Background: an optimization exercise with open tools, aiming at small area. Do not read the settings as production practice. At most, simulation tests tie the RTL to the original design; equivalence was not proved. Only the layout flow was run in runs 2 and 3; the RTL was not checked for function there. Power figures rest on the tool's default switching activity, not on a simulated workload.

--- run.sh ---
#!/bin/bash
# synth_recipe.tcl (not shown) runs the flow's synth.tcl, then flattens the netlist and writes it again
# the make line also repeats each setting of config.mk as NAME=value (left out here)
make -C /OpenROAD-flow-scripts/flow DESIGN_CONFIG=/design/flow/config.mk WORK_HOME=/design/flow/orfs CLKGATE_MAP_FILE= SYNTH_SCRIPT=/design/flow/synth_recipe.tcl finish
--- config.mk ---
export PLATFORM = sky130hd
export DESIGN_NAME = boom_pro
export DESIGN_NICKNAME = boom_pro
export VERILOG_FILES = /design/flow/design.v
export SDC_FILE = /design/flow/constraint.sdc
export NUM_CORES = 4
export LEC_CHECK = 0
export CAP_MARGIN = 20
export CORE_MARGIN = 2
export CORE_UTILIZATION = 40
export SLEW_MARGIN = 20
--- constraint.sdc ---
create_clock -name core_clock -period 20.0 [get_ports {clk}]
set_input_delay 4.0000 -clock core_clock [delete_from_list [all_inputs] [get_ports {clk}]]
set_output_delay 4.0000 -clock core_clock [all_outputs]
set_load 0.01 [all_outputs]
--- design.v ---
module debounce(btn,clk,btn_pulse);
    input btn,clk;
    output reg btn_pulse;
    reg [12:0] M;
    always @(posedge clk) begin
        if (btn == btn_pulse) begin
            M <= 0;
        end
        else if (M == 13'd5000) begin
            M <= 0;
            btn_pulse <= btn;
        end
        else begin
            M <= M + 13'd1;
        end
    end
endmodule
module rand_gen (clk,sw7,out);
    input clk,sw7;
    output [6:0] out;
    reg [22:0] R;
    reg sw7d;
    wire s1 = R[0] ^ R[1];
    wire c2 = R[0] | R[1];
    wire s3 = R[1] ^ R[2] ^ c2;
    wire c4 = (R[1] & R[2]) | (R[1] & c2) | (R[2] & c2);
    wire s5 = R[2] ^ R[3] ^ c4;
    wire c6 = (R[2] & R[3]) | (R[2] & c4) | (R[3] & c4);
    wire s7 = s3 ^ s5;
    wire c8 = s3 & s5;
    wire s9 = R[3] ^ R[4] ^ c6;
    wire c10 = (R[3] & R[4]) | (R[3] & c6) | (R[4] & c6);
    wire s11 = c8 ^ s9;
    wire c12 = c8 & s9;
    wire s13 = R[4] ^ R[5] ^ c10;
    wire c14 = (R[4] & R[5]) | (R[4] & c10) | (R[5] & c10);
    wire s15 = c12 ^ s13;
    wire c16 = c12 & s13;
    wire s17 = R[5] ^ R[6];
    wire c18 = R[5] | R[6];
    wire s19 = c14 ^ c16 ^ ~s17;
    wire c20 = (c14 & c16) | (c14 & ~s17) | (c16 & ~s17);
    wire s21 = R[6] ^ R[7];
    wire c22 = R[6] | R[7];
    wire s23 = c18 ^ c20 ^ ~s21;
    wire c24 = (c18 & c20) | (c18 & ~s21) | (c20 & ~s21);
    wire s25 = R[7] ^ R[8] ^ c22;
    wire c26 = (R[7] & R[8]) | (R[7] & c22) | (R[8] & c22);
    wire s27 = c24 ^ s25;
    wire c28 = c24 & s25;
    wire s29 = R[8] ^ R[9];
    wire c30 = R[8] | R[9];
    wire s31 = c26 ^ c28 ^ ~s29;
    wire c32 = (c26 & c28) | (c26 & ~s29) | (c28 & ~s29);
    wire s33 = R[9] ^ R[10] ^ c30;
    wire c34 = (R[9] & R[10]) | (R[9] & c30) | (R[10] & c30);
    wire s35 = c32 ^ s33;
    wire c36 = c32 | s33;
    wire s37 = R[0] ^ s35;
    wire c38 = ~(R[0] | s35);
    wire s39 = R[10] ^ R[11];
    wire c40 = R[10] | R[11];
    wire s41 = c34 ^ c36 ^ c38;
    wire c42 = (c34 & c36) | (c34 & c38) | (c36 & c38);
    wire s43 = ~R[1] ^ ~s39 ^ s41;
    wire c44 = (~R[1] & ~s39) | (~R[1] & s41) | (~s39 & s41);
    wire s45 = R[11] ^ R[12];
    wire c46 = R[11] | R[12];
    wire s47 = c40 ^ c42 ^ c44;
    wire c48 = (c40 & c42) | (c40 & c44) | (c42 & c44);
    wire s49 = ~R[2] ^ ~s45 ^ s47;
    wire c50 = (~R[2] & ~s45) | (~R[2] & s47) | (~s45 & s47);
    wire s51 = R[12] ^ R[13] ^ c46;
    wire c52 = (R[12] & R[13]) | (R[12] & c46) | (R[13] & c46);
    wire s53 = c48 ^ c50 ^ s51;
    wire c54 = (c48 & c50) | (c48 & s51) | (c50 & s51);
    wire s55 = R[3] ^ s53;
    wire c56 = ~R[3] & s53;
    wire s57 = R[13] ^ R[14] ^ c52;
    wire c58 = (R[13] & R[14]) | (R[13] & c52) | (R[14] & c52);
    wire s59 = c54 ^ c56 ^ s57;
    wire c60 = (c54 & c56) | (c54 & s57) | (c56 & s57);
    wire s61 = ~R[0] ^ ~R[4] ^ s59;
    wire c62 = (~R[0] & ~R[4]) | (~R[0] & s59) | (~R[4] & s59);
    wire s63 = R[14] ^ R[15] ^ c58;
    wire c64 = (R[14] & R[15]) | (R[14] & c58) | (R[15] & c58);
    wire s65 = c60 ^ c62 ^ s63;
    wire c66 = (c60 & c62) | (c60 & s63) | (c62 & s63);
    wire s67 = R[1] ^ R[5];
    wire c68 = R[1] & R[5];
    wire s69 = s65 ^ s67;
    wire c70 = s65 & ~s67;
    wire s71 = R[15] ^ R[16] ^ c64;
    wire c72 = (R[15] & R[16]) | (R[15] & c64) | (R[16] & c64);
    wire s73 = c66 ^ c70 ^ s71;
    wire c74 = (c66 & c70) | (c66 & s71) | (c70 & s71);
    wire s75 = R[0] ^ R[2] ^ R[6];
    wire c76 = (R[0] & R[2]) | (R[0] & R[6]) | (R[2] & R[6]);
    wire s77 = ~c68 ^ s73 ^ ~s75;
    wire c78 = (~c68 & s73) | (~c68 & ~s75) | (s73 & ~s75);
    wire s79 = R[16] ^ R[17];
    wire c80 = R[16] | R[17];
    wire s81 = c72 ^ c74 ^ c78;
    wire c82 = (c72 & c74) | (c72 & c78) | (c74 & c78);
    wire s83 = R[0] ^ R[1] ^ R[3];
    wire c84 = (R[0] & R[1]) | (R[0] & R[3]) | (R[1] & R[3]);
    wire s85 = R[7] ^ c76 ^ s79;
    wire c86 = (R[7] & c76) | (R[7] & s79) | (c76 & s79);
    wire s87 = s81 ^ ~s83 ^ ~s85;
    wire c88 = (s81 & ~s83) | (s81 & ~s85) | (~s83 & ~s85);
    wire s89 = R[17] ^ R[18] ^ c80;
    wire c90 = (R[17] & R[18]) | (R[17] & c80) | (R[18] & c80);
    wire s91 = c82 ^ c88 ^ s89;
    wire c92 = (c82 & c88) | (c82 & s89) | (c88 & s89);
    wire s93 = R[1] ^ R[2] ^ R[4];
    wire c94 = (R[1] & R[2]) | (R[1] & R[4]) | (R[2] & R[4]);
    wire s95 = R[8] ^ c84 ^ c86;
    wire c96 = (R[8] & c84) | (R[8] & c86) | (c84 & c86);
    wire s97 = s93 ^ s95;
    wire c98 = s93 & s95;
    wire s99 = s91 ^ s97;
    wire c100 = s91 & ~s97;
    wire s101 = R[18] ^ R[19] ^ c90;
    wire c102 = (R[18] & R[19]) | (R[18] & c90) | (R[19] & c90);
    wire s103 = c92 ^ c100 ^ s101;
    wire c104 = (c92 & c100) | (c92 & s101) | (c100 & s101);
    wire s105 = R[2] ^ R[3] ^ R[5];
    wire c106 = (R[2] & R[3]) | (R[2] & R[5]) | (R[3] & R[5]);
    wire s107 = R[9] ^ c94 ^ c96;
    wire c108 = (R[9] & c94) | (R[9] & c96) | (c94 & c96);
    wire s109 = c98 ^ s105 ^ s107;
    wire c110 = (c98 & s105) | (c98 & s107) | (s105 & s107);
    wire s111 = s103 ^ s109;
    wire c112 = s103 & ~s109;
    wire s113 = R[19] ^ R[20] ^ c102;
    wire c114 = (R[19] & R[20]) | (R[19] & c102) | (R[20] & c102);
    wire s115 = c104 ^ c112 ^ s113;
    wire c116 = (c104 & c112) | (c104 & s113) | (c112 & s113);
    wire s117 = R[3] ^ R[4] ^ R[6];
    wire c118 = (R[3] & R[4]) | (R[3] & R[6]) | (R[4] & R[6]);
    wire s119 = R[10] ^ c106 ^ c108;
    wire c120 = (R[10] & c106) | (R[10] & c108) | (c106 & c108);
    wire s121 = c110 ^ s117 ^ s119;
    wire c122 = (c110 & s117) | (c110 & s119) | (s117 & s119);
    wire s123 = s115 ^ s121;
    wire c124 = s115 & ~s121;
    wire s125 = R[20] ^ R[21];
    wire c126 = R[20] | R[21];
    wire s127 = c114 ^ c116 ^ c124;
    wire c128 = (c114 & c116) | (c114 & c124) | (c116 & c124);
    wire s129 = R[4] ^ R[5] ^ R[7];
    wire c130 = (R[4] & R[5]) | (R[4] & R[7]) | (R[5] & R[7]);
    wire s131 = R[11] ^ c118 ^ c120;
    wire c132 = (R[11] & c118) | (R[11] & c120) | (c118 & c120);
    wire s133 = c122 ^ s125 ^ s129;
    wire c134 = (c122 & s125) | (c122 & s129) | (s125 & s129);
    wire s135 = s127 ^ ~s131 ^ ~s133;
    wire c136 = (s127 & ~s131) | (s127 & ~s133) | (~s131 & ~s133);
    wire x137 = ~R[5] ^ ~R[6] ^ ~R[8] ^ ~R[12] ^ R[21] ^ R[22] ^ c126 ^ c128 ^ ~c130 ^ ~c132 ^ ~c134 ^ c136;
    wire [22:0] nxt = {~x137, ~s135, s123, s111, s99, ~s87, ~s77, s69, ~s61, s55, ~s49, ~s43, ~s37, ~s31, ~s27, ~s23, ~s19, ~s15, ~s11, ~s7, s3, s1, ~R[0]};
    always @(posedge clk) begin
        sw7d <= sw7;
        if (!sw7d)
            R <= 23'b11111111111111111111111;
        else
            R <= nxt;
    end
    assign out = {~R[22], ~R[21], ~R[20], ~R[19], ~R[18], ~R[17], ~R[16]};
endmodule
module segment (seg_data,seg_led);
    input [3:0] seg_data;
    output reg [7:0] seg_led;
    always @(*) begin
        case (seg_data)
            4'd0: seg_led = 8'h3f;
            4'd1: seg_led = 8'h06;
            4'd2: seg_led = 8'h5b;
            4'd3: seg_led = 8'h4f;
            4'd4: seg_led = 8'h66;
            4'd5: seg_led = 8'h6d;
            4'd6: seg_led = 8'h7d;
            4'd7: seg_led = 8'h07;
            4'd8: seg_led = 8'h7f;
            4'd9: seg_led = 8'h6f;
            default: seg_led = 8'h00;
        endcase
    end
endmodule
module boom_pro(sw7,start,clk,led,seg,sw_input,row,seg_cat,btn6,buzzer,green,red);
    input sw7,start,clk,btn6;
    input [6:0] sw_input;
    output reg buzzer;
    output [7:0] row,red,green;
    output [7:0] seg_cat;
    output [7:0] seg;
    output [6:0] led;
    function [11:0] tog_at;
        input succ;
        input [6:0] note;
        begin
            if (succ) begin
                if (note <= 7'd2) tog_at = 12'd3791;
                else if (note <= 7'd4) tog_at = 12'd2833;
                else if (note <= 7'd7) tog_at = 12'd2251;
                else if (note <= 7'd10) tog_at = 12'd1885;
                else if (note <= 7'd12) tog_at = 12'd1420;
                else if (note <= 7'd15) tog_at = 12'd1116;
                else if (note <= 7'd23) tog_at = 12'd932;
                else if (note <= 7'd31) tog_at = 12'd1116;
                else if (note <= 7'd34) tog_at = 12'd3559;
                else if (note <= 7'd36) tog_at = 12'd2833;
                else if (note <= 7'd39) tog_at = 12'd2385;
                else if (note <= 7'd42) tog_at = 12'd1793;
                else if (note <= 7'd44) tog_at = 12'd1420;
                else if (note <= 7'd47) tog_at = 12'd1182;
                else if (note <= 7'd55) tog_at = 12'd789;
                else if (note <= 7'd63) tog_at = 12'd1182;
                else if (note <= 7'd66) tog_at = 12'd3175;
                else if (note <= 7'd68) tog_at = 12'd2520;
                else if (note <= 7'd71) tog_at = 12'd2126;
                else if (note <= 7'd74) tog_at = 12'd1577;
                else if (note <= 7'd76) tog_at = 12'd1251;
                else if (note <= 7'd79) tog_at = 12'd1053;
                else if (note <= 7'd95) tog_at = 12'd789;
                else tog_at = 12'd709;
            end else begin
                if (note <= 7'd4) tog_at = 12'd1420;
                else if (note <= 7'd9) tog_at = 12'd1885;
                else if (note <= 7'd13) tog_at = 12'd2251;
                else if (note <= 7'd15) tog_at = 12'd1683;
                else if (note <= 7'd17) tog_at = 12'd1496;
                else if (note <= 7'd19) tog_at = 12'd1683;
                else if (note <= 7'd21) tog_at = 12'd1793;
                else if (note <= 7'd23) tog_at = 12'd1577;
                else if (note <= 7'd25) tog_at = 12'd1793;
                else if (note <= 7'd27) tog_at = 12'd2251;
                else if (note <= 7'd29) tog_at = 12'd2520;
                else tog_at = 12'd2251;
            end
        end
    endfunction
    reg  [1:0]  game_state;
    reg  [1:0]  pit;           
    reg         btn6_before;
    reg  [6:0]  password;
    reg  [6:0]  swd;           
    reg  [4:0]  leave_times;
    reg  [1:0]  cs;            
    reg  [5:0]  sech;
    reg  [15:0] secl;
    reg  [1:0]  sc;            
    reg  [4:0]  dv;            
    reg  [16:0] tcnt;          
    reg  [5:0]  oq;
    reg  [5:0]  orr;
    reg  [6:0]  note;          
    reg         di;
    reg  [2:0]  cnt;           
    reg  [4:0]  fc;            
    wire start_pulse, btn6_pulse;
    wire [6:0] changing_pw;
    debounce debounce1(.btn(start), .clk(clk), .btn_pulse(start_pulse));
    debounce debounce2(.btn(btn6),  .clk(clk), .btn_pulse(btn6_pulse));
    rand_gen rand1(.clk(clk), .sw7(sw7), .out(changing_pw));
    wire gs0 = game_state == 2'd0;
    wire gs1 = game_state == 2'd1;
    wire gs2 = game_state == 2'd2;
    wire gs3 = game_state == 2'd3;
    wire success = pit == 2'd3;
    wire first3 = gs3 && sc != 2'b11;       
    wire [4:0] udc = swd[6] ? ((swd[4:0] > 5'd30) ? 5'd30 : swd[4:0]) : 5'd20;
    wire last_note = success ? (note >= 7'd112) : (note >= 7'd38);
    wire music_done = gs3 && !first3 && last_note && tcnt[0];    
    wire entry = btn6_pulse && !btn6_before;
    wire timeout = cs == 2'd0 && leave_times == 5'd0;
    always @(posedge clk) begin
        if (!game_state[0])
            swd <= sw_input;
        if (gs0 && start_pulse)
            password <= changing_pw;
        btn6_before <= sw7 && gs2 && btn6_pulse;
    end
    always @(posedge clk) begin
        if (!sw7) begin
            game_state <= 0;
            pit <= 0;
        end
        else begin
            case (game_state)
                2'd0: if (start_pulse) game_state <= 1;
                2'd1: if (cs == 2'd2 && leave_times == 5'd0) game_state <= 2;
                2'd2: begin
                    if (!pit[1]) begin
                        if (entry) begin
                            if (sw_input == password) begin
                                game_state <= 3;
                                pit <= 3;
                            end
                            else
                                pit <= pit + 2'd1;
                        end
                        if (timeout) begin
                            game_state <= 3;
                            if (entry) pit <= (sw_input == password) ? pit : pit + 2'd1;
                        end
                    end
                    else
                        game_state <= 3;
                end
                2'd3: if (music_done) begin
                    game_state <= 0;
                    pit <= 0;
                end
            endcase
        end
    end
    assign led = (gs1 && cs != 2'd0) ? password :
                 (gs2 && cs != 2'd2) ? swd : 7'd0;
    wire secl_end = secl == 16'd49999;
    wire sec_tick = sech == 6'd19 && secl_end;           
    always @(posedge clk) begin
        if (!sw7) begin
            leave_times <= 0;
            cs <= 0;
            sech <= 0;
            secl <= 0;
        end
        else if (gs1 || gs2) begin
            if (gs1 ? cs == 2'd0 : cs == 2'd2) begin
                leave_times <= gs1 ? 5'd5 : udc;
                cs <= gs1 ? 2'd1 : 2'd3;
            end
            else if (sec_tick) begin
                sech <= 0;
                secl <= 0;
                if (leave_times > 5'd1)
                    leave_times <= leave_times - 5'd1;
                else begin
                    leave_times <= 0;
                    cs <= gs1 ? 2'd2 : 2'd0;
                end
            end
            else begin
                secl <= secl_end ? 16'd0 : secl + 16'd1;
                if (secl_end) sech <= sech + 6'd1;
            end
        end
        else begin
            leave_times <= 0;
            cs <= 0;
            if (gs3) begin
                if (first3) begin
                    sech <= 0;
                    secl <= 0;
                end
                else if (secl == 16'd0 && sech == (success ? 6'd40 : 6'd20)) begin
                    sech <= 6'd63;
                    secl <= 16'd49999;
                end
                else begin
                    secl <= secl_end ? 16'd0 : secl + 16'd1;
                    if (secl_end) sech <= sech + 6'd1;
                end
            end
            else begin
                sech <= 0;
                secl <= 0;
            end
        end
    end
    always @(posedge clk) begin
        if (!sw7 || gs3) begin
            sc <= 2'b11;
            dv <= 5'd31;
        end
        else if (sc == 2'b11)
            sc <= 2'b10;
        else begin
            dv <= gs0 ? udc : leave_times - 5'd1;
            sc <= (sc == 2'b10) ? 2'b01 : (sc == 2'b01) ? 2'b10 : 2'b11;
        end
    end
    reg [3:0] tens, units;
    always @(*) begin
        if (dv == 5'd31) begin
            tens = 2; units = 11;
        end
        else if (dv >= 5'd30) begin
            tens = 3; units = 0;
        end
        else if (dv >= 5'd20) begin
            tens = 2; units = dv - 5'd20;
        end
        else if (dv >= 5'd10) begin
            tens = 1; units = dv - 5'd10;
        end
        else begin
            tens = 0; units = dv[3:0];
        end
    end
    wire [7:0] seg_raw;
    segment segment1(.seg_data(sc[0] ? tens : units), .seg_led(seg_raw));
    assign seg = (sc == 2'b11) ? 8'h00 : seg_raw;
    assign seg_cat = {6'b111111, sc};
    wire [11:0] tog = tog_at(success, note);
    wire orr_end = orr == 6'd42;
    wire [5:0] oq_inc = orr_end ? oq + 6'd1 : oq;
    wire [5:0] orr_inc = orr_end ? 6'd0 : orr + 6'd1;
    wire ms_wait = ({1'b0, leave_times} > oq) || ({1'b0, leave_times} == oq && orr < 6'd15);
    always @(posedge clk) begin
        if (!sw7) begin
            buzzer <= 0;
            tcnt <= 0;
            oq <= 0;
            orr <= 0;
            di <= 0;
        end
        else if (gs2) begin
            if (di) begin
                if (!(oq == 6'd22 && orr == 6'd12)) begin       
                    oq <= oq_inc;
                    orr <= orr_inc;
                end
                else begin
                    oq <= 0;
                    orr <= 0;
                    buzzer <= !buzzer;
                end
                if (tcnt != 17'd124928)
                    tcnt <= tcnt + 17'd1;
                else begin
                    buzzer <= 0;
                    oq <= 0;
                    orr <= 0;
                    tcnt <= 0;
                    di <= 0;
                end
            end
            else begin
                if (ms_wait) begin
                    if (tcnt != 17'd999)
                        tcnt <= tcnt + 17'd1;
                    else begin
                        tcnt <= 0;
                        oq <= oq_inc;
                        orr <= orr_inc;
                    end
                end
                else begin
                    oq <= 0;
                    orr <= 0;
                    tcnt <= 0;
                    di <= 1;
                end
            end
        end
        else if (gs3) begin
            if (first3) begin
                oq <= 0;
                orr <= 0;
                tcnt <= 0;
                buzzer <= 0;
                note <= 0;
            end
            else if (tcnt != (success ? 17'd60000 : 17'd120000)) begin
                tcnt <= tcnt + 17'd1;
                if ({oq, orr} != tog) begin
                    oq <= oq_inc;
                    orr <= orr_inc;
                end
                else begin
                    oq <= 0;
                    orr <= 0;
                    buzzer <= !buzzer;
                end
            end
            else begin
                buzzer <= 0;
                tcnt <= 0;
                note <= note + 7'd1;
                oq <= 0;
                orr <= 0;
            end
        end
        else begin
            buzzer <= 0;
            tcnt <= 0;
            oq <= 0;
            orr <= 0;
        end
    end
    always @(posedge clk) begin
        if (!sw7)
            cnt <= 0;
        else
            cnt <= cnt + 3'd1;
    end
    assign row = ~(8'd1 << cnt);
    always @(posedge clk) begin
        if (!sw7)
            fc <= 5'd0;
        else if (gs0 || gs1)
            fc <= 5'b10000;
        else if (gs2) begin
            if (leave_times == 5'd0 || leave_times >= 5'd16)
                fc <= 5'b10000;
            else if (leave_times >= 5'd11)
                fc <= fc | 5'b10001;
            else if (leave_times >= 5'd6)
                fc <= fc | 5'b10010;
            else if (leave_times >= 5'd2)
                fc <= fc | 5'b10100;
            else
                fc <= fc | 5'b11000;
        end
        else if (first3)
            fc <= success ? 5'd1 : 5'd11;
        else if (success) begin
            if (sech == 6'd63)
                fc <= 5'd1;
            else if (sech < 6'd18)
                fc <= {1'b0, sech[4:1]} + 5'd1;
            else if (sech >= 6'd20 && sech <= 6'd24 || sech >= 6'd30 && sech <= 6'd34)
                fc <= 5'd10;
            else
                fc <= 5'd0;
        end
        else begin
            if (sech <= 6'd9 || sech == 6'd63) fc <= 5'd11;
            else                               fc <= 5'd12;
        end
    end
    reg [7:0] r, g;
    always @(*) begin
        r = 8'h00;
        g = 8'h00;
        if (fc[4]) begin
            case (cnt)
                3'd5, 3'd6: r = 8'h24;
                default:    r = 8'h18;
            endcase
            g = (cnt[2] == 1'b0) ? 8'h18 : 8'h00;
            if (cnt[2] == 1'b0 && fc[cnt[1:0]]) begin
                r = 8'h00;
                g = 8'h00;
            end
        end
        else begin
            case (fc[3:0])
                4'd1: case (cnt) 3'd1: r = 8'h66; default: r = 8'h00; endcase
                4'd2: case (cnt) 3'd1: r = 8'h66; 3'd2: r = 8'hff; default: r = 8'h00; endcase
                4'd3: case (cnt) 3'd1: r = 8'h66; 3'd2, 3'd3: r = 8'hff; default: r = 8'h00; endcase
                4'd4: case (cnt) 3'd2, 3'd3, 3'd4: r = 8'hff; default: r = 8'h00; endcase
                4'd5: case (cnt) 3'd3, 3'd4: r = 8'hff; 3'd5: r = 8'h7e; default: r = 8'h00; endcase
                4'd6: case (cnt) 3'd4: r = 8'hff; 3'd5: r = 8'h7e; 3'd6: r = 8'h3c; default: r = 8'h00; endcase
                4'd7: case (cnt) 3'd5: r = 8'h7e; 3'd6: r = 8'h3c; 3'd7: r = 8'h18; default: r = 8'h00; endcase
                4'd8: case (cnt) 3'd6: r = 8'h3c; 3'd7: r = 8'h18; default: r = 8'h00; endcase
                4'd9: case (cnt) 3'd7: r = 8'h18; default: r = 8'h00; endcase
                4'd10: case (cnt)
                    3'd0: r = 8'h00; 3'd1: r = 8'h66; 3'd2, 3'd3, 3'd4: r = 8'hff;
                    3'd5: r = 8'h7e; 3'd6: r = 8'h3c; default: r = 8'h18;
                endcase
                4'd11: case (cnt)
                    3'd1: r = 8'h40; 3'd2: r = 8'hf7; 3'd6: r = 8'h57;
                    3'd3, 3'd4, 3'd5: r = 8'h55; default: r = 8'h00;
                endcase
                4'd12: case (cnt)
                    3'd0: r = 8'h00; 3'd1: r = 8'hc4; 3'd2: r = 8'h04; 3'd3: r = 8'hdf;
                    3'd4: r = 8'h15; 3'd5: r = 8'h1f; 3'd6: r = 8'h55; default: r = 8'h9f;
                endcase
                default: r = 8'h00;
            endcase
        end
    end
    assign red = r;
    assign green = g;
endmodule
==> flow_metrics.env, run 1 <==
export IMPL_route_vias_total=10600
export IMPL_tritoncts="built"
export IMPL_path_common_cell="sky130_fd_sc_hd__fa_1"
export IMPL_drt_drc_violations_left=0
export IMPL_io_pin_count=59
export IMPL_detail_route_wirelength_um=29200
export IMPL_drt_pass1_iter_count=5
export IMPL_synth_main_ff_cell="sky130_fd_sc_hd__dfxtp_1"
export IMPL_critPathCaptureType="flop"
export IMPL_tightestPinTransition_ns=1.02
export IMPL_cellPowerDensity_nw_per_um2=152
export IMPL_synthesis_area_um2=12200
export IMPL_required_ns=20.29
export IMPL_antenna_violating_nets_post_route=0
export IMPL_ys_ff_latch=153
export IMPL_die_span_in_x_um=179
export IMPL_rr_worst_depth=56
export IMPL_final_seq_area_um2=3290
export IMPL_clk_latency_ns=0.43
export IMPL_gate_count_post_synth=1521
export IMPL_core_um2=29800
export IMPL_ctsHoldBuffers=0
export IMPL_cts_max_level=4
export IMPL_worstSetupStartpointType="flop"
export IMPL_die_height_um=179
export IMPL_ys_warnings_count=4
export IMPL_fp_row_count=63
export IMPL_synth_most_common_cell="sky130_fd_sc_hd__nor2_1"
export IMPL_synth_sequential_area_ratio_pct=27.0
export IMPL_finalSetupTns_ns=0
export IMPL_clock_sinks=153
export IMPL_critical_path_reg2reg_startpoint="rand1.R[0]$_SDFF_PN1_"
export IMPL_number_of_cells_upsized_or_downsized_after_cts=0
export IMPL_gpl_final_weighted_congestion=0.900
export IMPL_min_to="sc[1]$_SDFF_PP1_"
export IMPL_timing_rr_end="rand1.R[22]$_SDFF_PN1_"
export IMPL_finalClockSkew_ns=0.00990
export IMPL_number_of_filler_instances_in_the_final_layout=2988
export IMPL_rrSetupSlack_ns=5.29
export IMPL_crit_type="flop to flop"
export IMPL_antennaDiodeCount=0
export IMPL_crit_slowest_cell="sky130_fd_sc_hd__fa_1"
export IMPL_hold_path_class="flop to flop"
export IMPL_critical_path_buf_inv_count=17
export IMPL_holdWs_ns=0.468
export IMPL_grt_overflow_total=0
export IMPL_final_nets=1646
export IMPL_cts_setup_buffers=0
export IMPL_critical_path_depth=56
export IMPL_placed_wire_length_estimate_um=21600
export IMPL_vdd_ir_drop_max_v=0.000870
export IMPL_global_route_wire_length_before_repair_um=49000
export IMPL_area_growth_from_synthesis_to_final_layout_pct=9.38
export IMPL_multi_input_area_um2=7970
export IMPL_cts_root_to_sink_buffers=2
export IMPL_worst_hold_startpoint="sc[1]$_SDFF_PP1_"
export IMPL_achievable_frequency_mhz=68.0
export IMPL_first_iter_violations=978
export IMPL_grt_start_max_net_pins=38
export IMPL_clk_pin_slew_worst_paths_ns=0.07
export IMPL_unrepaired_setup_endpoints_after_global_routing="false"
export IMPL_whs_path_depth=1
export IMPL_min_period_over_period_pct=73.5
export IMPL_postSynth_asyncResetShare_pct=0
export IMPL_syn_mean_instance_area_um2=8.01
export IMPL_run_status="finished clean"
export IMPL_cp_max_fo=5
export IMPL_wire_length_per_cell_um=15.2
export IMPL_post_route_min_period_ns=14.71
export IMPL_final_hold_viol_count=0
export IMPL_die_area_um2=31900
export IMPL_portBuffers=45
export IMPL_crit_family="adder cells"
export IMPL_grtUsageTotal_pct=18.7
export IMPL_grt_pass1_vias=9856
export IMPL_cts_root_buf="sky130_fd_sc_hd__clkbuf_16"
export IMPL_final_setup_viol_count=0
export IMPL_yosysTopAreaCellShare_pct=21.4
export IMPL_detailed_route_vias_per_instance=5.52
export IMPL_synth_largest_area_cell="sky130_fd_sc_hd__dfxtp_1"
export IMPL_post_synth_most_frequent_cells="sky130_fd_sc_hd__nor2_1 (167), sky130_fd_sc_hd__nand2_1 (143), sky130_fd_sc_hd__inv_1 (132)"
export IMPL_crit_arrival_ns=14.99
export IMPL_ys_types=94
export IMPL_antenna_found_initial=0
export IMPL_number_of_enable_type_register_cells_in_the_synthesized_netlist=23
export IMPL_cap_violations=0
export IMPL_synthTopCellsByArea="sky130_fd_sc_hd__dfxtp_1 (21%), sky130_fd_sc_hd__fa_1 (7.7%), sky130_fd_sc_hd__ha_1 (7.5%)"
export IMPL_timing_final_max_slew_violations=0
export IMPL_power_static_leakage_nw=5.19
export IMPL_crit_path_max_incr_delay_ns=0.54
export IMPL_start_util_pct=40.9
export IMPL_cts_buffers=17
export IMPL_drive_above_1_share_pct=4.84
export IMPL_maxSlewHeadroom_pct=31.7
-- cell type report --
type | count | share of cell area (%)
repair buffers | 52 | 3.77
clock inverters | 14 | 0.986
flip-flops and latches | 153 | 24.7
inverters | 132 | 3.72
clock buffers | 18 | 3.38
well taps | 390 | 3.66
multi-input cells | 1159 | 59.8
-- cell families (layout without fill, tap and decap cells) --
logic type | after synthesis | count (layout) | synth area share [%]
AOI/OAI and AO/OA | 334 | 334 | 18.2
DFF | 153 | 153 | 27.0
other | 2 | 13 | 0.0616
adders and majority gates | 120 | 120 | 15.2
and+or+nand+nor | 594 | 594 | 24.1
muxes | 18 | 18 | 1.64
xor gates and xnor gates | 80 | 80 | 5.75
buffers and inverters | 220 | 216 | 7.98
-- registers in the layout (all words and copies together) (netlist names), 2 cells and up, named ones only --
register / cells
rand1.R: 23
tcnt: 17
secl: 16
debounce1.M: 13
debounce2.M: 13
note: 7
password: 7
swd: 7
oq: 6
orr: 6
sech: 6
dv: 5
fc: 5
leave_times: 5
cnt: 3
game_state: 2
pit: 2
sc: 2
-- worst max-delay path by stage --
stage | start | to | slack [ns]
after detailed placement | rand1.R[0]$_SDFF_PN1_ | rand1.R[22]$_SDFF_PN1_ | 5.26
after global routing | rand1.R[0]$_SDFF_PN1_ | rand1.R[22]$_SDFF_PN1_ | 4.54
after CTS | rand1.R[0]$_SDFF_PN1_ | rand1.R[22]$_SDFF_PN1_ | 5.18
final | rand1.R[0]$_SDFF_PN1_ | rand1.R[22]$_SDFF_PN1_ | 5.29
after floorplan | rand1.R[0]$_SDFF_PN1_ | rand1.R[22]$_SDFF_PN1_ | 5.88
after global placement | rand1.R[0]$_SDFF_PN1_ | rand1.R[22]$_SDFF_PN1_ | 5.41
-- power by group --
group          total [mW]  switching (mW)  leakage (nW)  internal, mW
logic                1.28           0.672          3.63         0.606
clock network       0.319           0.147         0.282         0.172
registers           0.429          0.0557          1.28         0.373
total                2.02           0.874          5.19          1.15
-- placed cells by master (no fill, tap or decap), types with 8 or more instances in the layout --
master and n:
sky130_fd_sc_hd__nor2_1 167, sky130_fd_sc_hd__nand2_1 143, sky130_fd_sc_hd__inv_1 132, sky130_fd_sc_hd__dfxtp_1 130, sky130_fd_sc_hd__o21ai_0 91, sky130_fd_sc_hd__ha_1 73
sky130_fd_sc_hd__a21oi_1 69, sky130_fd_sc_hd__nand3_1 63, sky130_fd_sc_hd__fa_1 47, sky130_fd_sc_hd__xnor2_1 46, sky130_fd_sc_hd__clkdlybuf4s50_1 45, sky130_fd_sc_hd__xor2_1 34
sky130_fd_sc_hd__nor3_1 30, sky130_fd_sc_hd__nor2b_1 27, sky130_fd_sc_hd__nand2b_1 27, sky130_fd_sc_hd__nand4_1 27, sky130_fd_sc_hd__edfxtp_1 23, sky130_fd_sc_hd__and2_1 18
sky130_fd_sc_hd__clkbuf_16 18, sky130_fd_sc_hd__a31oi_1 17, sky130_fd_sc_hd__and3_1 16, sky130_fd_sc_hd__a21boi_0 14, sky130_fd_sc_hd__o211ai_1 13, sky130_fd_sc_hd__nor4_1 13
sky130_fd_sc_hd__conb_1 13, sky130_fd_sc_hd__mux2i_1 11, sky130_fd_sc_hd__o31ai_1 10, sky130_fd_sc_hd__o22ai_1 10, sky130_fd_sc_hd__nor3b_1 9, sky130_fd_sc_hd__a21o_1 9
sky130_fd_sc_hd__or3_1 9, sky130_fd_sc_hd__or2_2 8, sky130_fd_sc_hd__nand3b_1 8
-- stage by stage --
stage	util, %	worst slack, ns	total power, mW	cells	cell area, um2
finish	44.7	5.29	2.02	1918	13300
global route	44.7	4.54	2.29	1918	13300
CTS	44.7	5.18	2.07	1918	13300
detailed placement	42.8	5.26	1.73	1886	12700
global placement	42.8	5.41	1.69	1886	12700
floorplan	-	5.88	1.45	1532	12200
-- per-layer routing --
layer	global-route usage, %	wire (um)	up-vias
met5	0	0	-
met4	5.45	548	0
met3	3.01	1350	42
met2	29.4	13200	295
met1	26.4	14100	5011
li1	-	-	5247
==> run 2: changes to the inputs <==
--- a/design.v
+++ b/design.v
@@ -7,10 +7,10 @@
             M <= 0;
         end
-        else if (M == 13'd5000) begin
+        else if (M == 13'hd82 || M == 13'h1fff) begin
             M <= 0;
             btn_pulse <= btn;
         end
         else begin
-            M <= M + 13'd1;
+            M <= {M[11:0], ~(M[12] ^ M[3] ^ M[2] ^ M[0])};
         end
     end
@@ -198,44 +198,69 @@
         input succ;
         input [6:0] note;
+        reg [4:0] c;
         begin
             if (succ) begin
-                if (note <= 7'd2) tog_at = 12'd3791;
-                else if (note <= 7'd4) tog_at = 12'd2833;
-                else if (note <= 7'd7) tog_at = 12'd2251;
-                else if (note <= 7'd10) tog_at = 12'd1885;
-                else if (note <= 7'd12) tog_at = 12'd1420;
-                else if (note <= 7'd15) tog_at = 12'd1116;
-                else if (note <= 7'd23) tog_at = 12'd932;
-                else if (note <= 7'd31) tog_at = 12'd1116;
-                else if (note <= 7'd34) tog_at = 12'd3559;
-                else if (note <= 7'd36) tog_at = 12'd2833;
-                else if (note <= 7'd39) tog_at = 12'd2385;
-                else if (note <= 7'd42) tog_at = 12'd1793;
-                else if (note <= 7'd44) tog_at = 12'd1420;
-                else if (note <= 7'd47) tog_at = 12'd1182;
-                else if (note <= 7'd55) tog_at = 12'd789;
-                else if (note <= 7'd63) tog_at = 12'd1182;
-                else if (note <= 7'd66) tog_at = 12'd3175;
-                else if (note <= 7'd68) tog_at = 12'd2520;
-                else if (note <= 7'd71) tog_at = 12'd2126;
-                else if (note <= 7'd74) tog_at = 12'd1577;
-                else if (note <= 7'd76) tog_at = 12'd1251;
-                else if (note <= 7'd79) tog_at = 12'd1053;
-                else if (note <= 7'd95) tog_at = 12'd789;
-                else tog_at = 12'd709;
+                if (note <= 7'd2) c = 5'd0;
+                else if (note <= 7'd4) c = 5'd3;
+                else if (note <= 7'd7) c = 5'd6;
+                else if (note <= 7'd10) c = 5'd8;
+                else if (note <= 7'd12) c = 5'd13;
+                else if (note <= 7'd15) c = 5'd16;
+                else if (note <= 7'd23) c = 5'd18;
+                else if (note <= 7'd31) c = 5'd16;
+                else if (note <= 7'd34) c = 5'd1;
+                else if (note <= 7'd36) c = 5'd3;
+                else if (note <= 7'd39) c = 5'd5;
+                else if (note <= 7'd42) c = 5'd9;
+                else if (note <= 7'd44) c = 5'd13;
+                else if (note <= 7'd47) c = 5'd15;
+                else if (note <= 7'd55) c = 5'd19;
+                else if (note <= 7'd63) c = 5'd15;
+                else if (note <= 7'd66) c = 5'd2;
+                else if (note <= 7'd68) c = 5'd4;
+                else if (note <= 7'd71) c = 5'd7;
+                else if (note <= 7'd74) c = 5'd11;
+                else if (note <= 7'd76) c = 5'd14;
+                else if (note <= 7'd79) c = 5'd17;
+                else if (note <= 7'd95) c = 5'd19;
+                else c = 5'd20;
             end else begin
-                if (note <= 7'd4) tog_at = 12'd1420;
-                else if (note <= 7'd9) tog_at = 12'd1885;
-                else if (note <= 7'd13) tog_at = 12'd2251;
-                else if (note <= 7'd15) tog_at = 12'd1683;
-                else if (note <= 7'd17) tog_at = 12'd1496;
-                else if (note <= 7'd19) tog_at = 12'd1683;
-                else if (note <= 7'd21) tog_at = 12'd1793;
-                else if (note <= 7'd23) tog_at = 12'd1577;
-                else if (note <= 7'd25) tog_at = 12'd1793;
-                else if (note <= 7'd27) tog_at = 12'd2251;
-                else if (note <= 7'd29) tog_at = 12'd2520;
-                else tog_at = 12'd2251;
-            end
+                if (note <= 7'd4) c = 5'd13;
+                else if (note <= 7'd9) c = 5'd8;
+                else if (note <= 7'd13) c = 5'd6;
+                else if (note <= 7'd15) c = 5'd10;
+                else if (note <= 7'd17) c = 5'd12;
+                else if (note <= 7'd19) c = 5'd10;
+                else if (note <= 7'd21) c = 5'd9;
+                else if (note <= 7'd23) c = 5'd11;
+                else if (note <= 7'd25) c = 5'd9;
+                else if (note <= 7'd27) c = 5'd6;
+                else if (note <= 7'd29) c = 5'd4;
+                else c = 5'd6;
+            end
+            case (c)
+                5'd0: tog_at = 12'd3791;    
+                5'd1: tog_at = 12'd3559;    
+                5'd2: tog_at = 12'd3175;    
+                5'd3: tog_at = 12'd2833;    
+                5'd4: tog_at = 12'd2520;    
+                5'd5: tog_at = 12'd2385;    
+                5'd6: tog_at = 12'd2251;    
+                5'd7: tog_at = 12'd2126;    
+                5'd8: tog_at = 12'd1885;    
+                5'd9: tog_at = 12'd1793;    
+                5'd10: tog_at = 12'd1683;    
+                5'd11: tog_at = 12'd1577;    
+                5'd12: tog_at = 12'd1496;    
+                5'd13: tog_at = 12'd1420;    
+                5'd14: tog_at = 12'd1251;    
+                5'd15: tog_at = 12'd1182;    
+                5'd16: tog_at = 12'd1116;    
+                5'd17: tog_at = 12'd1053;    
+                5'd18: tog_at = 12'd932;    
+                5'd19: tog_at = 12'd789;    
+                5'd20: tog_at = 12'd709;    
+                default: tog_at = 12'd0;
+            endcase
         end
     endfunction
@@ -248,5 +273,5 @@
     reg  [1:0]  cs;            
     reg  [5:0]  sech;
-    reg  [15:0] secl;
+    reg  [15:0] secl;          
     reg  [1:0]  sc;            
     reg  [4:0]  dv;            
@@ -317,5 +342,6 @@
     assign led = (gs1 && cs != 2'd0) ? password :
                  (gs2 && cs != 2'd2) ? swd : 7'd0;
-    wire secl_end = secl == 16'd49999;
+    wire [15:0] secl_nx = {secl[14:0], ~(secl[15] ^ secl[14] ^ secl[12] ^ secl[3])};
+    wire secl_end = secl == 16'h9487;       
     wire sec_tick = sech == 6'd19 && secl_end;           
     always @(posedge clk) begin
@@ -342,5 +368,5 @@
             end
             else begin
-                secl <= secl_end ? 16'd0 : secl + 16'd1;
+                secl <= secl_end ? 16'd0 : secl_nx;
                 if (secl_end) sech <= sech + 6'd1;
             end
@@ -356,8 +382,8 @@
                 else if (secl == 16'd0 && sech == (success ? 6'd40 : 6'd20)) begin
                     sech <= 6'd63;
-                    secl <= 16'd49999;
+                    secl <= 16'h9487;
                 end
                 else begin
-                    secl <= secl_end ? 16'd0 : secl + 16'd1;
+                    secl <= secl_end ? 16'd0 : secl_nx;
                     if (secl_end) sech <= sech + 6'd1;
                 end
@@ -404,4 +430,5 @@
     assign seg_cat = {6'b111111, sc};
     wire [11:0] tog = tog_at(success, note);
+    wire [16:0] tcnt_nx = {tcnt[15:0], ~(tcnt[16] ^ tcnt[13])};
     wire orr_end = orr == 6'd42;
     wire [5:0] oq_inc = orr_end ? oq + 6'd1 : oq;
@@ -427,6 +454,6 @@
                     buzzer <= !buzzer;
                 end
-                if (tcnt != 17'd124928)
-                    tcnt <= tcnt + 17'd1;
+                if (tcnt != 17'h01469)
+                    tcnt <= tcnt_nx;
                 else begin
                     buzzer <= 0;
@@ -439,6 +466,6 @@
             else begin
                 if (ms_wait) begin
-                    if (tcnt != 17'd999)
-                        tcnt <= tcnt + 17'd1;
+                    if (tcnt != 17'h015a0)
+                        tcnt <= tcnt_nx;
                     else begin
                         tcnt <= 0;
@@ -463,6 +490,6 @@
                 note <= 0;
             end
-            else if (tcnt != (success ? 17'd60000 : 17'd120000)) begin
-                tcnt <= tcnt + 17'd1;
+            else if (tcnt != (success ? 17'h0b4e3 : 17'h1a754)) begin
+                tcnt <= tcnt_nx;
                 if ({oq, orr} != tog) begin
                     oq <= oq_inc;
@@ -531,47 +558,30 @@
         end
     end
-    reg [7:0] r, g;
+    reg [7:0] heart, jia, you, rows;
     always @(*) begin
-        r = 8'h00;
-        g = 8'h00;
-        if (fc[4]) begin
-            case (cnt)
-                3'd5, 3'd6: r = 8'h24;
-                default:    r = 8'h18;
-            endcase
-            g = (cnt[2] == 1'b0) ? 8'h18 : 8'h00;
-            if (cnt[2] == 1'b0 && fc[cnt[1:0]]) begin
-                r = 8'h00;
-                g = 8'h00;
-            end
-        end
-        else begin
-            case (fc[3:0])
-                4'd1: case (cnt) 3'd1: r = 8'h66; default: r = 8'h00; endcase
-                4'd2: case (cnt) 3'd1: r = 8'h66; 3'd2: r = 8'hff; default: r = 8'h00; endcase
-                4'd3: case (cnt) 3'd1: r = 8'h66; 3'd2, 3'd3: r = 8'hff; default: r = 8'h00; endcase
-                4'd4: case (cnt) 3'd2, 3'd3, 3'd4: r = 8'hff; default: r = 8'h00; endcase
-                4'd5: case (cnt) 3'd3, 3'd4: r = 8'hff; 3'd5: r = 8'h7e; default: r = 8'h00; endcase
-                4'd6: case (cnt) 3'd4: r = 8'hff; 3'd5: r = 8'h7e; 3'd6: r = 8'h3c; default: r = 8'h00; endcase
-                4'd7: case (cnt) 3'd5: r = 8'h7e; 3'd6: r = 8'h3c; 3'd7: r = 8'h18; default: r = 8'h00; endcase
-                4'd8: case (cnt) 3'd6: r = 8'h3c; 3'd7: r = 8'h18; default: r = 8'h00; endcase
-                4'd9: case (cnt) 3'd7: r = 8'h18; default: r = 8'h00; endcase
-                4'd10: case (cnt)
-                    3'd0: r = 8'h00; 3'd1: r = 8'h66; 3'd2, 3'd3, 3'd4: r = 8'hff;
-                    3'd5: r = 8'h7e; 3'd6: r = 8'h3c; default: r = 8'h18;
-                endcase
-                4'd11: case (cnt)
-                    3'd1: r = 8'h40; 3'd2: r = 8'hf7; 3'd6: r = 8'h57;
-                    3'd3, 3'd4, 3'd5: r = 8'h55; default: r = 8'h00;
-                endcase
-                4'd12: case (cnt)
-                    3'd0: r = 8'h00; 3'd1: r = 8'hc4; 3'd2: r = 8'h04; 3'd3: r = 8'hdf;
-                    3'd4: r = 8'h15; 3'd5: r = 8'h1f; 3'd6: r = 8'h55; default: r = 8'h9f;
-                endcase
-                default: r = 8'h00;
-            endcase
-        end
+        case (cnt)
+            3'd0: heart = 8'h00; 3'd1: heart = 8'h66; 3'd5: heart = 8'h7e;
+            3'd6: heart = 8'h3c; 3'd7: heart = 8'h18; default: heart = 8'hff;
+        endcase
+        case (cnt)
+            3'd1: jia = 8'h40; 3'd2: jia = 8'hf7; 3'd6: jia = 8'h57;
+            3'd3, 3'd4, 3'd5: jia = 8'h55; default: jia = 8'h00;
+        endcase
+        case (cnt)
+            3'd0: you = 8'h00; 3'd1: you = 8'hc4; 3'd2: you = 8'h04; 3'd3: you = 8'hdf;
+            3'd4: you = 8'h15; 3'd5: you = 8'h1f; 3'd6: you = 8'h55; default: you = 8'h9f;
+        endcase
+        case (fc[3:0])
+            4'd1: rows = 8'b00000011; 4'd2: rows = 8'b00000111; 4'd3: rows = 8'b00001110;
+            4'd4: rows = 8'b00011100; 4'd5: rows = 8'b00111000; 4'd6: rows = 8'b01110000;
+            4'd7: rows = 8'b11100000; 4'd8: rows = 8'b11000000; 4'd9: rows = 8'b10000000;
+            4'd10: rows = 8'b11111111; default: rows = 8'b00000000;
+        endcase
     end
-    assign red = r;
-    assign green = g;
+    wire bomb_on = !(cnt[2] == 1'b0 && fc[cnt[1:0]]);       
+    wire [7:0] bomb = (cnt == 3'd5 || cnt == 3'd6) ? 8'h24 : 8'h18;
+    assign red = fc[4] ? (bomb_on ? bomb : 8'h00) :
+                 fc[3:0] == 4'd11 ? jia : fc[3:0] == 4'd12 ? you :
+                 rows[cnt] ? heart : 8'h00;
+    assign green = (fc[4] && !cnt[2] && bomb_on) ? 8'h18 : 8'h00;
 endmodule
--- a/config.mk
+++ b/config.mk
@@ -8,4 +8,7 @@
 export CAP_MARGIN = 20
 export CORE_MARGIN = 2
-export CORE_UTILIZATION = 40
+export CORE_UTILIZATION = 60
+export CTS_BUF_LIST = sky130_fd_sc_hd__clkbuf_8
+export CTS_CLUSTER_DIAMETER = 200
+export CTS_CLUSTER_SIZE = 50
 export SLEW_MARGIN = 20
==> flow_metrics.env, run 2 <==
export IMPL_clk_latency_ns=0.47
export IMPL_wire_length_per_cell_um=15.8
export IMPL_maxSlewHeadroom_pct=30.0
export IMPL_cts_root_buf="sky130_fd_sc_hd__clkbuf_8"
export IMPL_synth_most_common_cell="sky130_fd_sc_hd__nand2_1"
export IMPL_detail_route_wirelength_um=25400
export IMPL_final_setup_viol_count=0
export IMPL_cp_max_fo=5
export IMPL_grt_start_max_net_pins=32
export IMPL_cts_max_level=4
export IMPL_first_iter_violations=647
export IMPL_ys_ff_latch=153
export IMPL_global_route_wire_length_before_repair_um=42700
export IMPL_largest_register="rand1.R"
export IMPL_syn_mean_instance_area_um2=8.31
export IMPL_critical_path_depth=56
export IMPL_mostFrequentLayoutCell="sky130_fd_sc_hd__nand2_1"
export IMPL_crit_family="adder cells"
export IMPL_path_common_cell="sky130_fd_sc_hd__fa_1"
export IMPL_critical_path_buf_inv_count=17
export IMPL_ys_warnings_count=4
export IMPL_post_route_min_period_ns=14.71
export IMPL_synthesis_area_um2=11300
export IMPL_synthTopCellsByArea="sky130_fd_sc_hd__dfxtp_1 (23%), sky130_fd_sc_hd__ha_1 (8.5%), sky130_fd_sc_hd__fa_1 (8.3%)"
export IMPL_rr_worst_depth=56
export IMPL_post_synth_most_frequent_cells="sky130_fd_sc_hd__nand2_1 (131), sky130_fd_sc_hd__dfxtp_1 (130), sky130_fd_sc_hd__inv_1 (128)"
export IMPL_cts_buffers=17
export IMPL_met3RoutedLength_um=1100
export IMPL_timing_final_max_slew_violations=0
export IMPL_final_seq_area_um2=3290
export IMPL_highest_signal_layer="met4"
export IMPL_grt_pass1_vias=8752
export IMPL_antennaDiodeCount=0
export IMPL_number_of_filler_instances_in_the_final_layout=1607
export IMPL_ys_types=96
export IMPL_pre_cts_ws_ns=5.24
export IMPL_detailroute_wirelength_met2_um=11700
export IMPL_postPlaceCellArea_um2=11800
export IMPL_io_pin_count=59
export IMPL_tightestPinTransition_ns=1.04
export IMPL_top_regs="rand1.R (23), tcnt (17), secl (16)"
export IMPL_postSynth_asyncResetShare_pct=0
export IMPL_route_vias_total=9600
export IMPL_power_static_leakage_nw=5.03
export IMPL_antenna_violating_nets_post_route=0
export IMPL_clk_pin_slew_worst_paths_ns=0.10
export IMPL_ctsHoldBuffers=0
export IMPL_number_of_enable_type_register_cells_in_the_synthesized_netlist=23
export IMPL_cts_root_to_sink_buffers=2
export IMPL_run_status="finished clean"
export IMPL_multi_input_area_um2=7180
export IMPL_cellPowerDensity_nw_per_um2=160
export IMPL_placed_wire_length_estimate_um=18700
export IMPL_hold_path_class="flop to flop"
export IMPL_tritoncts="built"
export IMPL_critPathCaptureType="flop"
export IMPL_crit_slowest_cell="sky130_fd_sc_hd__fa_1"
export IMPL_start_util_pct=60.9
export IMPL_unrepaired_setup_endpoints_after_global_routing="false"
export IMPL_cap_violations=0
export IMPL_final_nets=1493
export IMPL_yosysTopAreaCellShare_pct=23.0
export IMPL_die_area_um2=20000
export IMPL_drt_drc_violations_left=0
export IMPL_finalClockSkew_ns=0.0171
export IMPL_core_um2=18600
export IMPL_gpl_final_weighted_congestion=0.897
export IMPL_min_period_over_period_pct=73.6
export IMPL_crit_arrival_ns=15.04
export IMPL_m1WireLength_um=12000
export IMPL_die_height_um=141
export IMPL_die_span_in_x_um=141
export IMPL_detailed_route_vias_per_instance=5.98
export IMPL_portBuffers=45
export IMPL_clock_sinks=153
export IMPL_drive_above_1_share_pct=4.45
export IMPL_mostFrequentLayoutCells="sky130_fd_sc_hd__nand2_1 (131), sky130_fd_sc_hd__dfxtp_1 (130), sky130_fd_sc_hd__inv_1 (128)"
export IMPL_grtUsageTotal_pct=25.8
export IMPL_stdcell_area_um2=12200
export IMPL_antenna_found_initial=0
export IMPL_final_hold_viol_count=0
export IMPL_fp_row_count=50
export IMPL_achievable_frequency_mhz=68.0
export IMPL_finalSetupTns_ns=0
export IMPL_required_ns=20.33
export IMPL_crit_type="flop to flop"
export IMPL_whs_path_depth=1
export IMPL_synth_largest_area_cell="sky130_fd_sc_hd__dfxtp_1"
export IMPL_vdd_ir_drop_max_v=0.000673
export IMPL_number_of_cells_upsized_or_downsized_after_cts=0
export IMPL_worstSetupStartpointType="flop"
export IMPL_fin_ws_ns=5.29
export IMPL_drt_pass1_iter_count=5
export IMPL_placed_cells=1573
export IMPL_area_growth_from_synthesis_to_final_layout_pct=7.44
export IMPL_gate_count_post_synth=1363
export IMPL_crit_path_max_incr_delay_ns=0.54
export IMPL_cts_setup_buffers=0
export IMPL_layout_cells_non_filler=1605
export IMPL_synth_main_ff_cell="sky130_fd_sc_hd__dfxtp_1"
export IMPL_largest_register_ff_count=23
export IMPL_grt_overflow_total=0
export IMPL_utilization_pct=65.5
export IMPL_synth_sequential_area_ratio_pct=29.1
## run 2: changes by cell type in the layout (fill, tap and decap cells not counted), sizes merged, moves of 9 or more
| cell | delta |
|---|---|
| a21boi | -12 |
| nand3 | -30 |
| and2 | +35 |
| nor2 | -64 |
| nor2b | -14 |
| nand2 | -12 |
| a211oi | +9 |
| nand2b | -10 |
| nand4 | -12 |
| xnor2 | -11 |
| o21ai | -17 |
| xor2 | -23 |
## run 2: logic make-up after synthesis
kind of cell | count (synthesis) | share of synthesized area [%]
AND/OR/NAND/NOR | 479 | 21.5
AO/OA/AOI/OAI | 327 | 19.5
buffers and inverters | 216 | 7.92
flip-flops | 153 | 29.1
adder cells (fa/ha/maj) | 124 | 16.8
XOR/XNOR | 46 | 3.56
multiplexers | 16 | 1.56
other | 2 | 0.0663
## run 2: final cells by class
class | instances | area share, %
multi-input cells | 1005 | 59.0
flip-flops and latches | 153 | 27.1
repair buffers | 49 | 4.11
inverters | 132 | 4.07
well taps | 234 | 2.41
clock buffers | 17 | 1.92
clock inverters | 15 | 1.39
## run 2: per-layer routing
layer	vias up	GRT usage, %
li1	4734	-
met1	4551	35.9
met2	267	41.5
met3	48	3.31
met4	0	9.16
met5	-	0
## run 2: path summary, 6_finish.rpt
| check | startpoint | to | slack [ns] |
|---|---|---|---|
| worst min register to register | debounce1.M[8]$_SDFF_PP0_ | debounce1.M[9]$_SDFF_PP0_ | 0.46 |
| worst max register to register | rand1.R[0]$_SDFF_PN1_ | rand1.R[22]$_SDFF_PN1_ | 5.29 |
| worst min-delay path | debounce1.M[8]$_SDFF_PP0_ | debounce1.M[9]$_SDFF_PP0_ | 0.46 |
| worst max-delay path | rand1.R[0]$_SDFF_PN1_ | rand1.R[22]$_SDFF_PN1_ | 5.29 |
## run 2: per-stage QoR
stage	total power, mW	hold slack (ns)
global route	2.22	0.477
global placement	1.69	0.430
finish	1.94	0.456
CTS	1.97	0.460
detailed placement	1.73	0.437
floorplan	1.46	0.407
## run 2: power breakdown
part | leakage, nW | switching (mW) | total, mW | internal [mW]
clock | 0.206 | 0.141 | 0.237 | 0.0957
sequential | 1.28 | 0.0555 | 0.429 | 0.373
combinational | 3.54 | 0.671 | 1.28 | 0.605
==> run 3: changes to the inputs <==
--- a/design.v
+++ b/design.v
@@ -16,7 +16,8 @@
     end
 endmodule
-module rand_gen (clk,sw7,out);
+module rand_gen (clk,sw7,out,scan);
     input clk,sw7;
     output [6:0] out;
+    output [2:0] scan;
     reg [22:0] R;
     reg sw7d;
@@ -167,4 +168,6 @@
     end
     assign out = {~R[22], ~R[21], ~R[20], ~R[19], ~R[18], ~R[17], ~R[16]};
+    wire [2:0] s_lo = {~R[2], ~R[1], ~R[0]};
+    assign scan = sw7d ? {s_lo[2:1], ~s_lo[0]} : 3'd0;
 endmodule
 module segment (seg_data,seg_led);
@@ -272,4 +275,5 @@
     reg  [4:0]  leave_times;
     reg  [1:0]  cs;            
+    wire [6:0]  note = {cs, leave_times};
     reg  [5:0]  sech;
     reg  [15:0] secl;          
@@ -279,7 +283,5 @@
     reg  [5:0]  oq;
     reg  [5:0]  orr;
-    reg  [6:0]  note;          
     reg         di;
-    reg  [2:0]  cnt;           
     reg  [4:0]  fc;            
     wire start_pulse, btn6_pulse;
@@ -287,5 +289,6 @@
     debounce debounce1(.btn(start), .clk(clk), .btn_pulse(start_pulse));
     debounce debounce2(.btn(btn6),  .clk(clk), .btn_pulse(btn6_pulse));
-    rand_gen rand1(.clk(clk), .sw7(sw7), .out(changing_pw));
+    wire [2:0] cnt;            
+    rand_gen rand1(.clk(clk), .sw7(sw7), .out(changing_pw), .scan(cnt));
     wire gs0 = game_state == 2'd0;
     wire gs1 = game_state == 2'd1;
@@ -344,4 +347,5 @@
     wire [15:0] secl_nx = {secl[14:0], ~(secl[15] ^ secl[14] ^ secl[12] ^ secl[3])};
     wire secl_end = secl == 16'h9487;       
+    wire note_end = tcnt == (success ? 17'h0b4e3 : 17'h1a754);    
     wire sec_tick = sech == 6'd19 && secl_end;           
     always @(posedge clk) begin
@@ -373,6 +377,12 @@
         end
         else begin
-            leave_times <= 0;
-            cs <= 0;
+            if (gs3 && !first3) begin
+                if (note_end)
+                    {cs, leave_times} <= note + 7'd1;
+            end
+            else begin
+                leave_times <= 0;
+                cs <= 0;
+            end
             if (gs3) begin
                 if (first3) begin
@@ -488,7 +498,6 @@
                 tcnt <= 0;
                 buzzer <= 0;
-                note <= 0;
             end
-            else if (tcnt != (success ? 17'h0b4e3 : 17'h1a754)) begin
+            else if (!note_end) begin
                 tcnt <= tcnt_nx;
                 if ({oq, orr} != tog) begin
@@ -505,5 +514,4 @@
                 buzzer <= 0;
                 tcnt <= 0;
-                note <= note + 7'd1;
                 oq <= 0;
                 orr <= 0;
@@ -517,10 +525,4 @@
         end
     end
-    always @(posedge clk) begin
-        if (!sw7)
-            cnt <= 0;
-        else
-            cnt <= cnt + 3'd1;
-    end
     assign row = ~(8'd1 << cnt);
     always @(posedge clk) begin
--- a/config.mk
+++ b/config.mk
@@ -8,7 +8,5 @@
 export CAP_MARGIN = 20
 export CORE_MARGIN = 2
-export CORE_UTILIZATION = 60
+export CORE_UTILIZATION = 70
 export CTS_BUF_LIST = sky130_fd_sc_hd__clkbuf_8
-export CTS_CLUSTER_DIAMETER = 200
-export CTS_CLUSTER_SIZE = 50
 export SLEW_MARGIN = 20
==> flow_metrics.env, run 3 <==
export IMPL_main_combinational_cell_family_by_area_after_synthesis="simple AND/OR/NAND/NOR gates"
export IMPL_antenna_violating_nets_post_route=0
export IMPL_number_of_cells_upsized_or_downsized_after_cts=0
export IMPL_largest_register="rand1.R"
export IMPL_clk_latency_ns=0.46
export IMPL_die_span_in_x_um=129
export IMPL_drt_pass1_iter_count=6
export IMPL_synthesis_area_um2=11000
export IMPL_tightestPinTransition_ns=1.05
export IMPL_layout_cells_non_filler=1562
export IMPL_worstSetupStartpointType="flop"
export IMPL_switching_share_pct=46.8
export IMPL_synth_sequential_area_ratio_pct=27.5
export IMPL_whs_path_depth=1
export IMPL_switching_component_of_the_power_mw=1.01
export IMPL_first_iter_violations=1012
export IMPL_p_seq_share_pct=19.2
export IMPL_crit_path_max_incr_delay_ns=0.78
export IMPL_hold_path_class="flop to flop"
export IMPL_final_nets=1465
export IMPL_finalSetupTns_ns=0
export IMPL_yosys_mux_area_fraction_pct=1.28
export IMPL_crit_type="flop to flop"
export IMPL_antenna_found_initial=0
export IMPL_ys_warnings_count=4
export IMPL_ys_ff_latch=143
export IMPL_die_height_um=129
export IMPL_cts_root_buf="sky130_fd_sc_hd__clkbuf_8"
export IMPL_grt_start_max_net_pins=38
export IMPL_critical_path_depth=56
export IMPL_global_route_wire_length_before_repair_um=44600
export IMPL_synthTopCellsByArea="sky130_fd_sc_hd__dfxtp_1 (23%), sky130_fd_sc_hd__fa_1 (8.5%), sky130_fd_sc_hd__ha_1 (7.8%)"
export IMPL_number_of_enable_type_register_cells_in_the_synthesized_netlist=16
export IMPL_comb_power_share_pct=69.5
export IMPL_gate_count_post_synth=1346
export IMPL_critical_path_buf_inv_count=17
export IMPL_yosysTopAreaCellShare_pct=23.1
export IMPL_critPathCapture="rand1.R[22]$_SDFF_PN1_"
export IMPL_achievable_frequency_mhz=65.2
export IMPL_detailed_route_vias_per_instance=6.29
export IMPL_maxSlewHeadroom_pct=30.2
export IMPL_fp_row_count=45
export IMPL_required_ns=20.35
export IMPL_critPathCaptureType="flop"
export IMPL_synth_main_ff_cell="sky130_fd_sc_hd__dfxtp_1"
export IMPL_cts_max_level=4
export IMPL_io_pin_count=59
export IMPL_route_vias_total=9832
export IMPL_timing_final_max_slew_violations=0
export IMPL_mostFrequentLayoutCells="sky130_fd_sc_hd__nand2_1 (127), sky130_fd_sc_hd__dfxtp_1 (127), sky130_fd_sc_hd__inv_1 (124)"
export IMPL_post_route_min_period_ns=15.33
export IMPL_run_status="finished clean"
export IMPL_pre_cts_ws_ns=4.69
export IMPL_top_regs="rand1.R (23), tcnt (17), secl (16)"
export IMPL_crit_slowest_cell="sky130_fd_sc_hd__dfxtp_1"
export IMPL_path_common_cell="sky130_fd_sc_hd__fa_1"
export IMPL_largest_register_ff_count=23
export IMPL_clkPwrFrac_pct=11.3
export IMPL_cts_root_to_sink_buffers=2
export IMPL_drive_above_1_share_pct=4.59
export IMPL_placed_cells=1530
export IMPL_gpl_final_weighted_congestion=0.977
export IMPL_post_synth_and_or_nand_nor_area_fraction_pct=21.9
export IMPL_synth_largest_area_cell="sky130_fd_sc_hd__dfxtp_1"
export IMPL_final_setup_viol_count=0
export IMPL_vdd_ir_drop_max_v=0.000913
export IMPL_area_growth_from_synthesis_to_final_layout_pct=7.36
export IMPL_cap_violations=0
export IMPL_crit_arrival_ns=15.67
export IMPL_syn_mean_instance_area_um2=8.18
export IMPL_tritoncts="built"
export IMPL_cp_max_fo=19
export IMPL_critPathLaunch="rand1.R[0]$_SDFF_PN1_"
export IMPL_crit_family="adder cells"
export IMPL_unrepaired_setup_endpoints_after_global_routing="false"
export IMPL_share_of_synthesized_cell_area_in_full_adder_half_adder_and_majority_cells_pct=16.4
export IMPL_cell_internal_pwr_mw=1.15
export IMPL_detail_route_wirelength_um=26900
export IMPL_min_period_over_period_pct=76.6
export IMPL_power_static_leakage_nw=4.86
export IMPL_antennaDiodeCount=0
export IMPL_finalClockSkew_ns=0.0138
export IMPL_timing_rr_end="rand1.R[22]$_SDFF_PN1_"
export IMPL_critical_path_reg2reg_startpoint="rand1.R[0]$_SDFF_PN1_"
export IMPL_fin_ws_ns=4.67
export IMPL_grtUsageTotal_pct=33.2
export IMPL_worst_hold_startpoint="debounce2.M[8]$_SDFF_PP0_"
export IMPL_clk_pin_slew_worst_paths_ns=0.10
export IMPL_rr_worst_depth=56
export IMPL_core_um2=15300
export IMPL_cts_setup_buffers=0
export IMPL_wire_length_per_cell_um=17.2
export IMPL_ys_types=85
export IMPL_placed_wire_length_estimate_um=19800
export IMPL_grt_pass1_vias=9144
export IMPL_cts_buffers=17
export IMPL_die_area_um2=16700
export IMPL_post_synth_most_frequent_cells="sky130_fd_sc_hd__dfxtp_1 (127), sky130_fd_sc_hd__nand2_1 (127), sky130_fd_sc_hd__inv_1 (124)"
export IMPL_grt_overflow_total=0
export IMPL_synth_xor_area_share_pct=3.82
export IMPL_drt_drc_violations_left=0
export IMPL_final_hold_viol_count=0
export IMPL_cellPowerDensity_nw_per_um2=182
export IMPL_start_util_pct=72.1
export IMPL_portBuffers=45
export IMPL_rrSetupSlack_ns=4.67
export IMPL_ctsHoldBuffers=0
export IMPL_synth_compound_area_share_pct=20.8
export IMPL_clock_sinks=143
export IMPL_holdWs_ns=0.457
export IMPL_postSynth_asyncResetShare_pct=0
-- run 3: kinds of logic (layout without fill, tap and decap cells) --
logic type / after synthesis / after routing
DFF: 143 / 143
and+or+nand+nor: 475 / 475
muxes: 14 / 14
AOI/OAI and AO/OA: 330 / 330
buffers and inverters: 218 / 212
other: 2 / 13
adders and majority gates: 116 / 116
xor gates and xnor gates: 48 / 48
-- run 3: power groups by stage --
stage	combinational [mW]	clock, mW	sequential [mW]
2_1_floorplan	1.18	0	0.391
3_3_place_gp	1.42	0	0.416
3_5_place_dp	1.49	0	0.417
4_1_cts	1.51	0.246	0.411
5_1_grt	1.72	0.259	0.420
6_report	1.50	0.244	0.413
-- run 3: worst min-delay path by stage --
stage                                      to  slack [ns]
finish              debounce2.M[9]$_SDFF_PP0_        0.46
global route        debounce2.M[9]$_SDFF_PP0_        0.46
CTS                 debounce2.M[9]$_SDFF_PP0_        0.46
detailed placement  debounce2.M[9]$_SDFF_PP0_        0.44
global placement    debounce2.M[8]$_SDFF_PP0_        0.43
floorplan           debounce1.M[8]$_SDFF_PP0_        0.42
-- run 3: layout make-up --
type | count | area (um2)
Fill cell | 1101 | 3440
Sequential cell | 143 | 3020
Multi-Input combinational cell | 996 | 7120
Clock buffer | 17 | 234
Clock inverter | 15 | 190
Tap cell | 211 | 264
Inverter | 127 | 477
Timing Repair Buffer | 53 | 510
-- run 3: stage by stage --
step	cell area, um2	total power [mW]	utilization, %
2_1_floorplan	11000	1.58	-
3_3_place_gp	11400	1.83	74.7
3_5_place_dp	11400	1.91	74.7
5_1_grt	11800	2.40	77.4
4_1_cts	11800	2.17	77.4
6_report	11800	2.16	77.4
-- run 3: metal layers --
layer / track usage (%) / vias to the layer above / share of wire (%)
met5: 0 / - / 0
met1: 45.5 / 4609 / 44
met3: 6.03 / 72 / 7.2
met4: 13.1 / 0 / 2.7
li1: - / 4712 / -
met2: 52.5 / 439 / 46
-- run 3: worst reg2reg max path: cells and delay by family (launching register included) --
kind / cells / cell delay, ns
adders and majority gates: 34 / 12.48
DFF: 1 / 0.78
and+or+nand+nor: 1 / 0.06
xor gates and xnor gates: 4 / 0.65
buffers and inverters: 17 / 1.23

## port drivers added, routing unchanged
How much do the figures lean on ideal ports? The routed layouts below were timed once more, with nothing changed but the port constraints.
Step 1 assumes that a clkbuf_16 drives the clock port and a buf_2 every other input.
Step 2 times the ports against the registers' clock, not the clock port: input delays grow and output delays shrink by t, the midpoint of the rising clock arrivals with the driver on.
Three values: no drivers, after step 1, after step 2; two values: the first two.
run | shift t [ns] | setup WS [ns] | worst data-port slew with drivers (ns)
run 1 | 0.475 | 5.295 / 5.295 / 5.295 | 0.03
run 2 | 0.498 | 5.285 / 5.285 / 5.285 | 0.03
run 3 | 0.500 | 4.671 / 4.671 / 4.671 | 0.05
After both steps setup and hold are still met in every run listed.
